Context: an optimization exercise on an open-source flow, tuned for small area, a short achievable clock period and few clock cycles. The choices shown serve that exercise and are no tape-out recipe. Only simulation tests tie the RTL to the original design; equivalence was not proved.

Setup of JK:
// geofence
module geofence (clk, reset, X, Y, R, valid, is_inside);
    input clk;
    input reset;
    input [9:0] X;
    input [9:0] Y;
    input [10:0] R;
    output valid;
    output is_inside;
    localparam SORT = 5'd25;
    reg [4:0] cyc;
    reg valid_r;
    reg fb;                  
    reg [1:0] sj;            
    reg [2:0] si;            
    reg [1:0] sph;           
    assign valid = valid_r;
    wire bad;                
    wire sort_done = (cyc == SORT) && (sph == 2'd2) && (sj == 2'd3) && (si == 3'd4);
    reg [4:0] cn;            
    reg [4:0] cw;            
    reg fbn;
    reg [1:0] sjn, sphn;
    reg [2:0] sin;
    always @(*) begin
        if (cyc == 5'd23)
            cn = (fb || !bad) ? 5'd24 : SORT;
        else if (cyc == 5'd24)
            cn = 5'd0;
        else if (cyc == SORT)
            cn = sort_done ? 5'd7 : SORT;
        else
            cn = cyc + 5'd1;
        if (cyc == 5'd24)
            cw = 5'd0;
        else if (cyc == SORT)
            cw = sort_done ? 5'd7 : SORT;
        else
            cw = cyc + 5'd1;
        fbn = (cyc == 5'd23 && !fb && bad) ? 1'b1 : (cyc == 5'd24) ? 1'b0 : fb;
        sphn = 2'd3; sjn = 2'd0; sin = 3'd0;
        if (cyc == SORT) begin
            sphn = (sph == 2'd2) ? 2'd0 : sph + 2'd1;
            sjn = (sph == 2'd2) ? sj + 2'd1 : sj;
            sin = (sph == 2'd2 && sj == 2'd3) ? si + 3'd1 : si;
        end
    end
    always @(posedge clk or posedge reset) begin
        if (reset) begin
            cyc <= 5'd0;
            valid_r <= 1'b0;
            fb <= 1'b0;
            sj <= 2'd0;
            si <= 3'd0;
            sph <= 2'd0;
        end else begin
            valid_r <= (cyc == 5'd23) && (fb || !bad);
            cyc <= cn;
            fb <= fbn;
            sj <= sjn;
            si <= sin;
            sph <= sphn;
        end
    end
    reg d_c6;
    reg d_load, d_newf, d_cxld, d_area, d_accen, d_accfirst;
    reg [5:0] d_vld;
    reg [2:0] d_psel;
    reg [3:0] d_fw;          
    reg d_flw;               
    reg [3:0] d_last;        
    integer k;
    always @(posedge clk or posedge reset) begin
        if (reset) begin
        d_load <= 1'b1;
        d_newf <= 1'b0;
        d_vld <= 6'd0;
        d_cxld <= 1'b0;
        d_area <= 1'b0;
        d_psel <= 3'd0;
        d_accen <= 1'b0;
        d_accfirst <= 1'b0;
        d_fw <= 4'd0;
  ...
Size in the first run: roughly 6,100 cells after synthesis, about 740 flip-flops, ~35 I/O pins, ~0.057 mm2 of cells after synthesis.
clock: 24.0 ns
lec_check: 0
cap_margin: 20
core_margin: 2
core_utilization: 35
gpl_routability_driven: 1
place_density: 0.5
slew_margin: 20
standard.sh (not shown) runs the stock make flow with config.mk's settings and CLKGATE_MAP_FILE= SYNTH_SCRIPT=/design/flow/synth_recipe.tcl, a recipe that flattens the netlist after the stock synthesis.
==> flow/flow/run.sh <==
#!/bin/bash
set -euo pipefail
export SETUP_SLACK_MARGIN=18
bash standard.sh > standard_flow.log 2>&1
Testbench counts of JK, summed over its fixed seeds: cycles 40,936.
For MS, these inputs were changed with respect to JK:
--- a/flow/design.v
+++ b/flow/design.v
@@ -98,29 +98,36 @@
         d_flw <= (cw >= 5'd9) && (cw <= 5'd11);
         d_last <= {cw == 5'd12, cw == 5'd11, cw == 5'd10, cw == 5'd9};
         d_c6 <= (cw == 5'd6);
         end
     end
     reg [9:0]  rx [0:5];
     reg [9:0]  ry [0:5];
     reg [10:0] rr [0:5];
     reg [2:0]  rk [0:5];
-    reg [5:0]  xltr, xeqr, yltr;
-    wire [5:0] ltr = xltr | (xeqr & yltr);      
+    reg [5:0]  xhl, xhe, xll, xle, yhl, yhe, yll;
+    wire [5:0] xltr = xhl | (xhe & xll);
+    wire [5:0] xeqr = xhe & xle;
+    wire [5:0] yltr = yhl | (yhe & yll);
+    wire [5:0] ltr = (xltr | (xeqr & yltr)) & vldr;   
     wire [5:0] gtr = {1'b0, ~ltr[4:0] & vldr[4:0]};    
     reg [2:0]  ek [0:5];          
-    reg  [5:0] xlt, xeq, ylt;
+    reg  [5:0] cxhl, cxhe, cxll, cxle, cyhl, cyhe, cyll;
     reg  [5:0] vldr;
     always @(*) begin
         for (k = 0; k < 6; k = k + 1) begin
-            xlt[k] = d_vld[k] && (rx[k] < X);
-            xeq[k] = d_vld[k] && (rx[k] == X);
-            ylt[k] = (ry[k] < Y);
+            cxhl[k] = (rx[k][9:5] < X[9:5]);
+            cxhe[k] = (rx[k][9:5] == X[9:5]);
+            cxll[k] = (rx[k][4:0] < X[4:0]);
+            cxle[k] = (rx[k][4:0] == X[4:0]);
+            cyhl[k] = (ry[k][9:5] < Y[9:5]);
+            cyhe[k] = (ry[k][9:5] == Y[9:5]);
+            cyll[k] = (ry[k][4:0] < Y[4:0]);
         end
     end
     reg [2:0] ltcnt;
     always @(*) begin
         ltcnt = 3'd0;
         for (k = 0; k < 6; k = k + 1)
             ltcnt = ltcnt + {2'b0, ltr[k]};
         for (k = 0; k < 5; k = k + 1)
             ek[k] = rk[k] + {2'b0, gtr[k]};
@@ -129,23 +136,26 @@
     always @(posedge clk) begin
         for (k = 0; k < 5; k = k + 1) begin
             rx[k] <= rx[k+1];
             ry[k] <= ry[k+1];
             rr[k] <= rr[k+1];
             rk[k] <= ek[k+1];
         end
         if (d_load) begin
             rx[5] <= X; ry[5] <= Y; rr[5] <= R;
-            xltr <= {1'b0, xlt[5:1]}; xeqr <= {1'b0, xeq[5:1]}; yltr <= {1'b0, ylt[5:1]};
+            xhl <= {1'b0, cxhl[5:1]}; xhe <= {1'b0, cxhe[5:1]};
+            xll <= {1'b0, cxll[5:1]}; xle <= {1'b0, cxle[5:1]};
+            yhl <= {1'b0, cyhl[5:1]}; yhe <= {1'b0, cyhe[5:1]}; yll <= {1'b0, cyll[5:1]};
             vldr <= {1'b0, d_vld[5:1]};
         end else begin
             rx[5] <= rx[0]; ry[5] <= ry[0]; rr[5] <= rr[0]; rk[5] <= ek[0];
-            xltr <= 6'd0; xeqr <= 6'd0; yltr <= 6'd0;
+            xhl <= 6'd0; xhe <= 6'd0; xll <= 6'd0; xle <= 6'd0;
+            yhl <= 6'd0; yhe <= 6'd0; yll <= 6'd0;
             vldr <= 6'd0;
         end
     end
     function [19:0] rdxy;
         input [2:0] want;
         input [59:0] xs, ys;
         input [17:0] ks;
         integer i;
         begin
Findings:
Looking at number of global-route vias before repair, MS sits 0.73% above JK.
MS against JK: fmax saw little to no change; design area saw an increase.
On net count of the mapped netlist, JK and MS are basically level.
Diff JK -> MS: pre-CTS worst setup slack now larger; area taken by flip-flops and latches now larger; clock sink total now larger; transition time of the tightest slew-check pin now larger.
Testbench counts of MS, summed over its fixed seeds: cycles 40,936.

port drivers added, routing unchanged:
How much do the figures lean on ideal ports? The routed layouts below were timed once more, with nothing changed but the port constraints. Step 1 (the two cells are an assumption about what drives the block):
set clk [get_ports {clk}]
set_driving_cell -lib_cell sky130_fd_sc_hd__clkbuf_16 $clk
set_driving_cell -lib_cell sky130_fd_sc_hd__buf_2 [delete_from_list [all_inputs] $clk]
Step 2 times the ports against the registers' clock, not the clock port: input delays grow and output delays shrink by t, the midpoint of the rising clock arrivals with the driver on. a / b / c = no drivers / after step 1 / after step 2; a / b = the first two.
run | t (ns) | setup WS [ns] | hold slack, ns | worst setup path after step 2
JK | 0.778 | 17.951 / 17.866 / 17.206 | 0.322 / 0.322 / 0.322 | input to register
MS | 0.780 | 17.950 / 17.862 / 17.319 | 0.319 / 0.319 / 0.319 | input to register
After both steps every run listed still meets setup and hold. The setup slack of JK, which loses most, moves by -0.085 ns with the drivers and by -0.745 ns with both steps.
